Context: an optimization exercise on an open-source flow, tuned for small area, a short achievable clock period and few clock cycles per item. The choices shown serve that exercise and are no tape-out recipe.
RTL that was checked went through simulation tests only; none was proved equivalent to the original.

Setup of run A:
// multiplierIEEE754_verilog
module multiplierIEEE754_verilog(
    op1,
    op2,
    in_rdy,
    res,
    res_rdy,
    clk,
    rst
    );
export LEC_CHECK = 0
export ABC_AREA = 1
export CAP_MARGIN = 20
export CORE_MARGIN = 2
export CORE_UTILIZATION = 40
export SETUP_SLACK_MARGIN = 1.5
export SLEW_MARGIN = 20
export SYNTH_HIERARCHICAL = 1
create_clock -name core_clock -period 12.0 [get_ports {clk}]
standard.sh (not shown) runs the stock make flow with config.mk's settings and CLKGATE_MAP_FILE= SYNTH_SCRIPT=/design/flow/synth_recipe.tcl, a recipe that flattens the netlist after the stock synthesis.
==> flow/flow/run.sh <==
#!/bin/bash
# The standard layout (the standard.sh, all of ORFS from synthesis to
# finish), except that the input and output ports are buffered with buf_4
# cells instead of the cell buffer_ports picks by itself.
set -euo pipefail
bash standard.sh "BUFFER_PORTS_ARGS=-buffer_cell sky130_fd_sc_hd__buf_4" finish > standard_flow.log 2>&1
Run A finished end to end and its layout was clean on timing, DRC and antenna.
Testbench counts of run A, summed over its fixed seeds: cycles 6,488, items 3,200.
Modified inputs, run B compared to run A
Settings: changing SETUP_SLACK_MARGIN from 1.5 to 2.5; setting CTS_BUF_LIST to sky130_fd_sc_hd__clkbuf_4 sky130_fd_sc_hd__clkbuf_8 for the first time; setting PLACE_DENSITY to 0.7 for the first time.
Findings:
- Run B: full flow OK, the timing, DRC and antenna checks passed
- Run A completed every stage of the flow, and the final layout passed the timing, DRC and antenna checks.
- Summary of run B over run A: share of post-route cells with drive strength above 1 higher; routed wire length lower; vias after detailed routing higher; final RePlAce weighted congestion higher; cell depth of the worst setup path lower.
- In run B the slew of the pin with the lowest slew margin turned out 93 ps higher than in run A.
- Across both runs, count of buffers not belonging to the clock network in the layout was higher for run B than for run A.
> inputs changed (run B -> run C)
Settings: clearing CTS_BUF_LIST, which used to be sky130_fd_sc_hd__clkbuf_4 sky130_fd_sc_hd__clkbuf_8; swapping 40 for 55 in CORE_UTILIZATION; clearing PLACE_DENSITY, which used to be 0.7.
Findings:
What run C reported for global-route wire length before repair has to be multiplied by 0.926 to get the figure for run B.
Compared with run B, in run C number of global-route vias before repair went up 829; worst hold slack went down 65 ps; critical path depth went up 5.
Compared run C vs run B, and time the worst path needs with I/O delays and setup is up in run C.
Lower final setup slack of the worst path among run B and run C: run C
### run C -> run D
Settings: swapping 55 for 40 in CORE_UTILIZATION; swapping 2.5 for 2.75 in SETUP_SLACK_MARGIN.
### Flow results
Run D has completed all stages; timing, DRC and antenna checks passed. Changes observed in run D relative to run C: overall routing resource usage now sits lower; final count of pins violating max slew now sits at about the same level; wire length moved up; global routing usage on met3 lower. Taking run C over run D, the logic depth of the worst setup path including buffers ratio works out to 1.2. Taking run C over run D, the number of cell rows ratio works out to 0.854.

## job 4638
Another version of the RTL of multiplierIEEE754_verilog (not shown whole).
For scale: about 3000 cells after synthesis, ~68 flip-flops, ~100 I/O pins, ~24000 um^2 of cells after synthesis.
==> flow/config.mk <==
export PLATFORM = sky130hd
export DESIGN_NAME = multiplierIEEE754_verilog
export DESIGN_NICKNAME = multiplierIEEE754_verilog
export VERILOG_FILES = /design/flow/design.v
export SDC_FILE = /design/flow/constraint.sdc
export NUM_CORES = 4
export LEC_CHECK = 0
export ABC_AREA = 1
export CAP_MARGIN = 20
export CORE_MARGIN = 2
export CORE_UTILIZATION = 40
export SETUP_SLACK_MARGIN = 1
export SLEW_MARGIN = 20
export SYNTH_HIERARCHICAL = 1
==> flow/constraint.sdc <==
create_clock -name core_clock -period 12.0 [get_ports {clk}]
set_input_delay 2.4000 -clock core_clock [delete_from_list [all_inputs] [get_ports {clk}]]
set_output_delay 2.4000 -clock core_clock [all_outputs]
set_load 0.01 [all_outputs]
run.sh (not shown) runs the stock make flow with config.mk's settings and CLKGATE_MAP_FILE= SYNTH_SCRIPT=/design/flow/synth_recipe.tcl, a recipe that flattens the netlist after the stock synthesis.
Stock flow here: none of the scripts above is used.
Job 4638 completed every stage of the flow, and the final layout passed the timing, DRC and antenna checks.
Testbench counts of job 4638, summed over its fixed seeds: cycles 6,488, items 3,200.
Relative to job 4638, the following input files were edited for job 3495:
# job 4638
export LEC_CHECK = 0
export ABC_AREA = 1
export CAP_MARGIN = 20
export CORE_MARGIN = 2
export CORE_UTILIZATION = 40
export SETUP_SLACK_MARGIN = 1
export SLEW_MARGIN = 20
export SYNTH_HIERARCHICAL = 1
create_clock -name core_clock -period 12.0 [get_ports {clk}]
# job 3495
export LEC_CHECK = 0
export ABC_AREA = 1
export CAP_MARGIN = 20
export CORE_MARGIN = 2
export CORE_UTILIZATION = 40
export SETUP_SLACK_MARGIN = 0.5
export SLEW_MARGIN = 20
export SYNTH_HIERARCHICAL = 1
create_clock -name core_clock -period 12.0 [get_ports {clk}]
[summary]
- The final layout from job 3495, which completed every stage, passed the timing, DRC and antenna checks at the end of the flow.
- Core utilization on job 3495 is down relative to job 4638.
- Share of synthesized cell area in full adder, half adder and majority cells came out exactly the same in job 3495 and job 4638.
- Job 3495 vs. job 4638: sequential share of layout area flat, count of placed standard cells in the final layout, fillers left out flat, total negative slack for setup checks flat.
- Taking job 4638 as the reference, in job 3495 arrival time reported for the critical path endpoint +0.41 ns; register-to-register slack -0.04 ns.

Another version of the RTL of multiplierIEEE754_verilog (not shown whole).
For scale: about 3,000 cells after synthesis, about 68 flip-flops, roughly 100 I/O pins.
## multiplierIEEE754_verilog
module multiplierIEEE754_verilog(
    op1,
    op2,
    in_rdy,
    res,
    res_rdy,
    clk,
    rst
    );
    input  wire [31:0] op1, op2;
    input  wire clk, in_rdy, rst;
    output reg  [31:0] res;
    output reg  res_rdy;
    wire [7:0]  e1 = op1[30:23];
    wire [7:0]  e2 = op2[30:23];
    wire [22:0] f1 = op1[22:0];
    wire [22:0] f2 = op2[22:0];
    wire        s1 = op1[31];
    wire        s2 = op2[31];
    wire        s  = s1 ^ s2;
    wire e1_max = &e1, e2_max = &e2;
    wire e1_0 = ~|e1, e2_0 = ~|e2;
    wire f1_0 = ~|f1, f2_0 = ~|f2;
    wire nan1 = e1_max & ~f1_0;
    wire nan2 = e2_max & ~f2_0;
    wire inf1 = e1_max & f1_0;
    wire inf2 = e2_max & f2_0;
    wire zer1 = e1_0 & f1_0;
    wire zer2 = e2_0 & f2_0;
    wire [8:0]  sum   = {1'b0, e1} + {1'b0, e2};
    wire [8:0]  t0    = sum - 9'd127;              
    wire        under = (sum < 9'd127);
    wire        dn    = e1_0 | e2_0;               
    wire        rare  = under | dn;
    wire [47:0] np;
    mul24 u_mul(.a({~e1_0, f1}), .b({~e2_0, f2}), .rn(rare), .p(np));
    wire [47:0] p = ~np;
    wire p47 = p[47];
    wire [22:0] fd = e1_0 ? f1 : f2;
    reg  [4:0]  lead;
    integer i;
    always @(*) begin
        lead = 5'd0;
        for (i = 0; i < 23; i = i + 1)
            if (fd[i]) lead = i[4:0];
    end
    wire [4:0]  a     = dn ? lead : 5'd0;
    wire [9:0]  b     = 10'd149 - {1'b0, sum};    
    wire        extra = b[9] | ({4'd0, a} > b[8:0]);
    wire [5:0]  rsh   = extra ? {1'b0, a} : b[5:0];
    wire        flush = ~extra & (b[8:0] >= 9'd48);
    wire [48:0] pv  = {p, 1'b0};
    wire [56:0] sh5 = rsh[5] ? {32'd0, pv[48:32]} : {8'd0, pv};
    wire [40:0] sh4 = rsh[4] ? sh5[56:16] : sh5[40:0];
    wire [32:0] sh3 = rsh[3] ? sh4[40:8]  : sh4[32:0];
    wire [28:0] sh2 = rsh[2] ? sh3[32:4]  : sh3[28:0];
  ...
clock: 12.0 ns
lec_check: 0
abc_area: 1
cap_margin: 20
core_margin: 2
core_utilization: 40
setup_slack_margin: 1
slew_margin: 20
synth_hierarchical: 1
standard.sh (not shown) runs the stock make flow with config.mk's settings and CLKGATE_MAP_FILE= SYNTH_SCRIPT=/design/flow/synth_recipe.tcl, a recipe that flattens the netlist after the stock synthesis.
==> flow/flow/run.sh <==
#!/bin/bash
# The standard layout (the standard.sh, all of ORFS from synthesis to
# finish), except that the input and output ports are buffered with buf_2
# cells instead of the cell buffer_ports picks by itself.
set -euo pipefail
bash standard.sh "BUFFER_PORTS_ARGS=-buffer_cell sky130_fd_sc_hd__buf_2" finish > standard_flow.log 2>&1
Testbench counts at the start, summed over its fixed seeds: cycles 6,488, items 3,200.
Change:
==> flow/flow/run.sh (replaced) <==
#!/bin/bash
# The standard layout (the standard.sh, all of ORFS from synthesis to
# finish), except that the input and output ports are buffered with buf_4
# cells instead of the cell buffer_ports picks by itself.
set -euo pipefail
bash standard.sh "BUFFER_PORTS_ARGS=-buffer_cell sky130_fd_sc_hd__buf_4" finish > standard_flow.log 2>&1
Outcome:
- area after synthesis stays the same
- via count came out lower by 0.80%
- setup slack gains 0.12 ns
- routed wire length went down by 0.75%
- register-to-register slack loses 0.05 ns

RTL: one of the versions met above, not the one the previous note started from.
For scale: ~3000 cells after synthesis.
## multiplierIEEE754_verilog
module multiplierIEEE754_verilog(
    op1,
    op2,
    in_rdy,
    res,
    res_rdy,
    clk,
    rst
    );
Settings: LEC_CHECK=0, ABC_AREA=1, CAP_MARGIN=20, CORE_MARGIN=2, CORE_UTILIZATION=40, CTS_BUF_LIST=sky130_fd_sc_hd__clkbuf_4 sky130_fd_sc_hd__clkbuf_8, PLACE_DENSITY=0.7, SETUP_SLACK_MARGIN=3, SLEW_MARGIN=20, SYNTH_HIERARCHICAL=1, TNS_END_PERCENT=0; clock period 12.0 ns.
==> flow/flow/run.sh <==
#!/bin/bash
# The standard layout (the standard.sh, all of ORFS from synthesis to
# finish), except that the input and output ports are buffered with buf_4
# cells instead of the cell buffer_ports picks by itself.
set -euo pipefail
bash standard.sh "BUFFER_PORTS_ARGS=-buffer_cell sky130_fd_sc_hd__buf_4" finish > standard_flow.log 2>&1
The starting point finished clean.
Testbench counts at the start, summed over its fixed seeds: cycles 6,488, items 3,200.
==> next run, changes <==
--- a/flow/config.mk
+++ b/flow/config.mk
@@ -8 +7,0 @@
-export ABC_AREA = 1
@@ -12,3 +11 @@
-export CTS_BUF_LIST = sky130_fd_sc_hd__clkbuf_4 sky130_fd_sc_hd__clkbuf_8
-export PLACE_DENSITY = 0.7
-export SETUP_SLACK_MARGIN = 3
+export SETUP_SLACK_MARGIN = 2.5
@@ -17 +13,0 @@
-export TNS_END_PERCENT = 0
Result: Maximum frequency falls by 9.5%; sequential share of layout area goes down by 0.17 points; sequential cell count is unchanged; setup slack gets worse by 0.95 ns; global-route usage grows by 2.5 points.
==> next run, changes <==
--- a/flow/config.mk
+++ b/flow/config.mk
@@ -7,0 +8 @@
+export ABC_AREA = 1
@@ -11 +12 @@
-export SETUP_SLACK_MARGIN = 2.5
+export SETUP_SLACK_MARGIN = 3
After rerunning:
- die area climbs by 0.79%
- worst setup slack improves by 0.91 ns
- wire length climbs by 1.8%
==> next run, changes <==
--- a/flow/config.mk
+++ b/flow/config.mk
@@ -12 +12,4 @@
-export SETUP_SLACK_MARGIN = 3
+export CTS_BUF_LIST = sky130_fd_sc_hd__clkbuf_4 sky130_fd_sc_hd__clkbuf_8
+export GPL_ROUTABILITY_DRIVEN = 0
+export PLACE_DENSITY = 0.7
+export SETUP_SLACK_MARGIN = 2.5
=> The changed run ran to the end with no violations; critical path depth went up by 3; synthesized cell count does not change; wire length goes down by about a fifth; cell count drops by a few percent; register-to-register slack improves by 0.57 ns; area after synthesis is unchanged; worst setup slack degrades by 0.16 ns.
==> next run, changes <==
--- a/flow/config.mk
+++ b/flow/config.mk
@@ -13 +12,0 @@
-export GPL_ROUTABILITY_DRIVEN = 0
@@ -17,0 +17 @@
+export TNS_END_PERCENT = 10
=> The new run went through all stages and came out clean. Setup slack gains 0.085 ns. Clock-buffer cell count stays the same. Cell area is about the same. Maximum frequency is higher by 0.93%. Via count shrinks by 0.40%. Non-clock buffer count went down by 6. Critical path depth decreases by 2. Final cell count stays flat. Sequential share of layout area barely changes.
==> next run, changes <==
--- a/flow/config.mk
+++ b/flow/config.mk
@@ -12,3 +12 @@
-export CTS_BUF_LIST = sky130_fd_sc_hd__clkbuf_4 sky130_fd_sc_hd__clkbuf_8
-export PLACE_DENSITY = 0.7
-export SETUP_SLACK_MARGIN = 2.5
+export SETUP_SLACK_MARGIN = 1
@@ -17 +14,0 @@
-export TNS_END_PERCENT = 10
After rerunning:
- hold slack is worse by 0.14 ns
- setup slack is worse by 1.1 ns
- clock skew fell by 0.012 ns
- maximum frequency is lower by 11%
- synthesized area is unchanged
- die area does not change
- sequential share of layout area grows by 0.12 points
- non-clock buffer count decreases by 13
- routed wire length came out higher by 4.2%
- cell area falls by 2.1%

multiplierIEEE754_verilog, a different RTL version from the one above (not shown whole).
Size: ~3,000 cells after synthesis, roughly 100 I/O pins.
Settings: LEC_CHECK=0, ABC_AREA=1, CAP_MARGIN=20, CORE_MARGIN=2, CORE_UTILIZATION=40, SLEW_MARGIN=20, SYNTH_HIERARCHICAL=1; clock period 12.0 ns.
run.sh (not shown) runs the stock make flow with config.mk's settings and CLKGATE_MAP_FILE= SYNTH_SCRIPT=/design/flow/synth_recipe.tcl, a recipe that flattens the netlist after the stock synthesis.
Stock flow here: none of the scripts above is used.
The starting point completed without violations.
Rerun with:
SETUP_SLACK_MARGIN = 2   (was unset)
=>
- design area came out higher by 5.6%
- die area does not change
- final cell count came out higher by 1.9%
- worst hold slack improves by 21 ps
- core utilization came out higher by 2.4 points
Rerun with:
SETUP_SLACK_MARGIN = 1   (was 2)
What happened:
- The new run completed with no timing, DRC or antenna violations
- via count falls by 2.6%
- count of clock-buffer cells in the layout went down by 1
- maximum frequency shrinks by 1.9%
- die area stays the same
- routed wire length decreases by 3.3%
- first-iteration DRC count climbs by 1.4%
- setup slack is worse by 200 ps
- clock skew goes up by 4.1 ps
- core utilization went down by 1.5 points
No functional check of the RTL was part of any run of this note.

RTL: one of the versions met above, not the one the previous note started from.
Size in the first run: about 3,000 cells after synthesis, ~68 flip-flops, ~100 I/O pins, ~0.024 mm² of cells after synthesis.
==> flow/config.mk <==
export PLATFORM = sky130hd
export DESIGN_NAME = multiplierIEEE754_verilog
export DESIGN_NICKNAME = multiplierIEEE754_verilog
export VERILOG_FILES = /design/flow/design.v
export SDC_FILE = /design/flow/constraint.sdc
export NUM_CORES = 4
export LEC_CHECK = 0
export ABC_AREA = 1
export CAP_MARGIN = 20
export CORE_MARGIN = 2
export CORE_UTILIZATION = 40
export CTS_BUF_LIST = sky130_fd_sc_hd__clkbuf_4 sky130_fd_sc_hd__clkbuf_8
export SETUP_SLACK_MARGIN = 2.5
export SLEW_MARGIN = 20
export SYNTH_HIERARCHICAL = 1
==> flow/constraint.sdc <==
create_clock -name core_clock -period 12.0 [get_ports {clk}]
set_input_delay 2.4000 -clock core_clock [delete_from_list [all_inputs] [get_ports {clk}]]
set_output_delay 2.4000 -clock core_clock [all_outputs]
set_load 0.01 [all_outputs]
standard.sh (not shown) runs the stock make flow with config.mk's settings and CLKGATE_MAP_FILE= SYNTH_SCRIPT=/design/flow/synth_recipe.tcl, a recipe that flattens the netlist after the stock synthesis.
Scripts as last shown in full above: flow/flow/run.sh
The starting point produced a clean layout.
Testbench counts at the start, summed over its fixed seeds: cycles 6,488, items 3,200.
Edit:
--- a/flow/config.mk
+++ b/flow/config.mk
@@ -12,4 +12,6 @@
 export CTS_BUF_LIST = sky130_fd_sc_hd__clkbuf_4 sky130_fd_sc_hd__clkbuf_8
-export SETUP_SLACK_MARGIN = 2.5
+export PLACE_DENSITY = 0.7
+export SETUP_SLACK_MARGIN = 2.75
 export SLEW_MARGIN = 20
 export SYNTH_HIERARCHICAL = 1
+export TNS_END_PERCENT = 0
Effect:
- The changed run ran to the end with no violations
- worst hold slack improves by 0.16 ns
- worst setup slack improves by 0.11 ns
- wire length grows by a few percent
- sequential cell count stays the same
- non-clock buffer count grows by 25
- final area grows by a few percent
- fmax grows slightly
Edit:
--- a/flow/config.mk
+++ b/flow/config.mk
@@ -11,7 +11,4 @@
 export CORE_UTILIZATION = 40
-export CTS_BUF_LIST = sky130_fd_sc_hd__clkbuf_4 sky130_fd_sc_hd__clkbuf_8
-export PLACE_DENSITY = 0.7
-export SETUP_SLACK_MARGIN = 2.75
+export SETUP_SLACK_MARGIN = 2
 export SLEW_MARGIN = 20
 export SYNTH_HIERARCHICAL = 1
-export TNS_END_PERCENT = 0
Result:
- design area came out lower by 4.9%
- synthesized area stays the same
- final cell count falls by 0.78%
- worst setup slack is worse by 0.52 ns
- global-route usage came out higher by 1.0 points
- clock skew came out lower by 0.010 ns
- die area does not change
Edit:
--- a/flow/config.mk
+++ b/flow/config.mk
@@ -11,3 +11,5 @@
 export CORE_UTILIZATION = 40
-export SETUP_SLACK_MARGIN = 2
+export CTS_BUF_LIST = sky130_fd_sc_hd__clkbuf_4 sky130_fd_sc_hd__clkbuf_8
+export PLACE_DENSITY = 0.7
+export SETUP_SLACK_MARGIN = 2.25
 export SLEW_MARGIN = 20
Sequential share of layout area is about the same.
Cell count stays the same.
Routed wire length drops by 4.4%.
Die area stays the same.
Cell area stays flat.
Edit:
--- a/flow/config.mk
+++ b/flow/config.mk
@@ -11,5 +11,3 @@
 export CORE_UTILIZATION = 40
-export CTS_BUF_LIST = sky130_fd_sc_hd__clkbuf_4 sky130_fd_sc_hd__clkbuf_8
-export PLACE_DENSITY = 0.7
-export SETUP_SLACK_MARGIN = 2.25
+export SETUP_SLACK_MARGIN = 2.5
 export SLEW_MARGIN = 20
What happened: Core utilization is higher by 0.86 points. Routed wire length increases by a few percent. Synthesized area is unchanged. Via count shrinks slightly. Worst setup slack gets better by 0.24 ns.

==> what the ideal ports hide <==
In the flow no input, the clock included, has a driving cell. The finished layouts below were timed again as built, in two steps.
Step 1, drivers: a clkbuf_16 drives clk and a buf_2 each remaining input, both assumed.
Step 2 also shifts input and output timing later by t, the mid clock arrival at the registers, as if the neighbouring blocks saw the same clock.
Slacks: ideal ports / drivers / drivers and shift; pairs: ideal ports / drivers.
run | shift t [ns] | slack for setup (ns) | clock arrival spread, ns
run A | 0.402 | 2.085 / 2.097 / 1.695 | 0.012 / 0.012
run B | 0.437 | 2.862 / 2.829 / 2.392 | 0.024 / 0.024
run C | 0.396 | 2.690 / 2.668 / 2.272 | 0.021 / 0.021
run D | 0.405 | 2.889 / 2.698 / 2.293 | 0.027 / 0.027
job 4638 | 0.404 | 1.400 / 1.416 / 1.011 | 0.010 / 0.011
job 3495 | 0.404 | 0.993 / 1.008 / 0.604 | 0.011 / 0.011
the first run of note 3 | 0.384 | 1.535 / 1.547 / 1.163 | 0.015 / 0.015
the second run of note 3 | 0.380 | 1.656 / 1.659 / 1.279 | 0.012 / 0.013
the first run of note 4 | 0.430 | 2.953 / 2.724 / 2.294 | 0.026 / 0.026
the second run of note 4 | 0.374 | 2.001 / 1.921 / 1.547 | 0.007 / 0.007
the third run of note 4 | 0.396 | 2.913 / 2.705 / 2.309 | 0.016 / 0.016
the fourth run of note 4 | 0.438 | 2.753 / 2.723 / 2.286 | 0.027 / 0.027
the fifth run of note 4 | 0.435 | 2.839 / 2.825 / 2.389 | 0.025 / 0.025
the sixth run of note 4 | 0.402 | 1.694 / 1.709 / 1.306 | 0.014 / 0.013
the first run of note 5 | 0.404 | 0.776 / 0.793 / 0.389 | 0.015 / 0.016
the second run of note 5 | 0.400 | 1.496 / 1.498 / 1.098 | 0.012 / 0.012
the third run of note 5 | 0.404 | 1.291 / 1.289 / 0.885 | 0.018 / 0.018
the first run of note 6 | 0.442 | 2.788 / 2.747 / 2.305 | 0.019 / 0.018
the second run of note 6 | 0.415 | 2.895 / 2.737 / 2.321 | 0.029 / 0.029
the third run of note 6 | 0.400 | 2.380 / 2.395 / 1.995 | 0.012 / 0.012
the fourth run of note 6 | 0.438 | 2.536 / 2.538 / 2.101 | 0.023 / 0.023
the fifth run of note 6 | 0.401 | 2.773 / 2.746 / 2.345 | 0.012 / 0.012
After both steps every run listed still meets setup and hold. The setup slack of the first run of note 4, which loses most, moves by -0.229 ns with the drivers and by -0.659 ns with both steps.
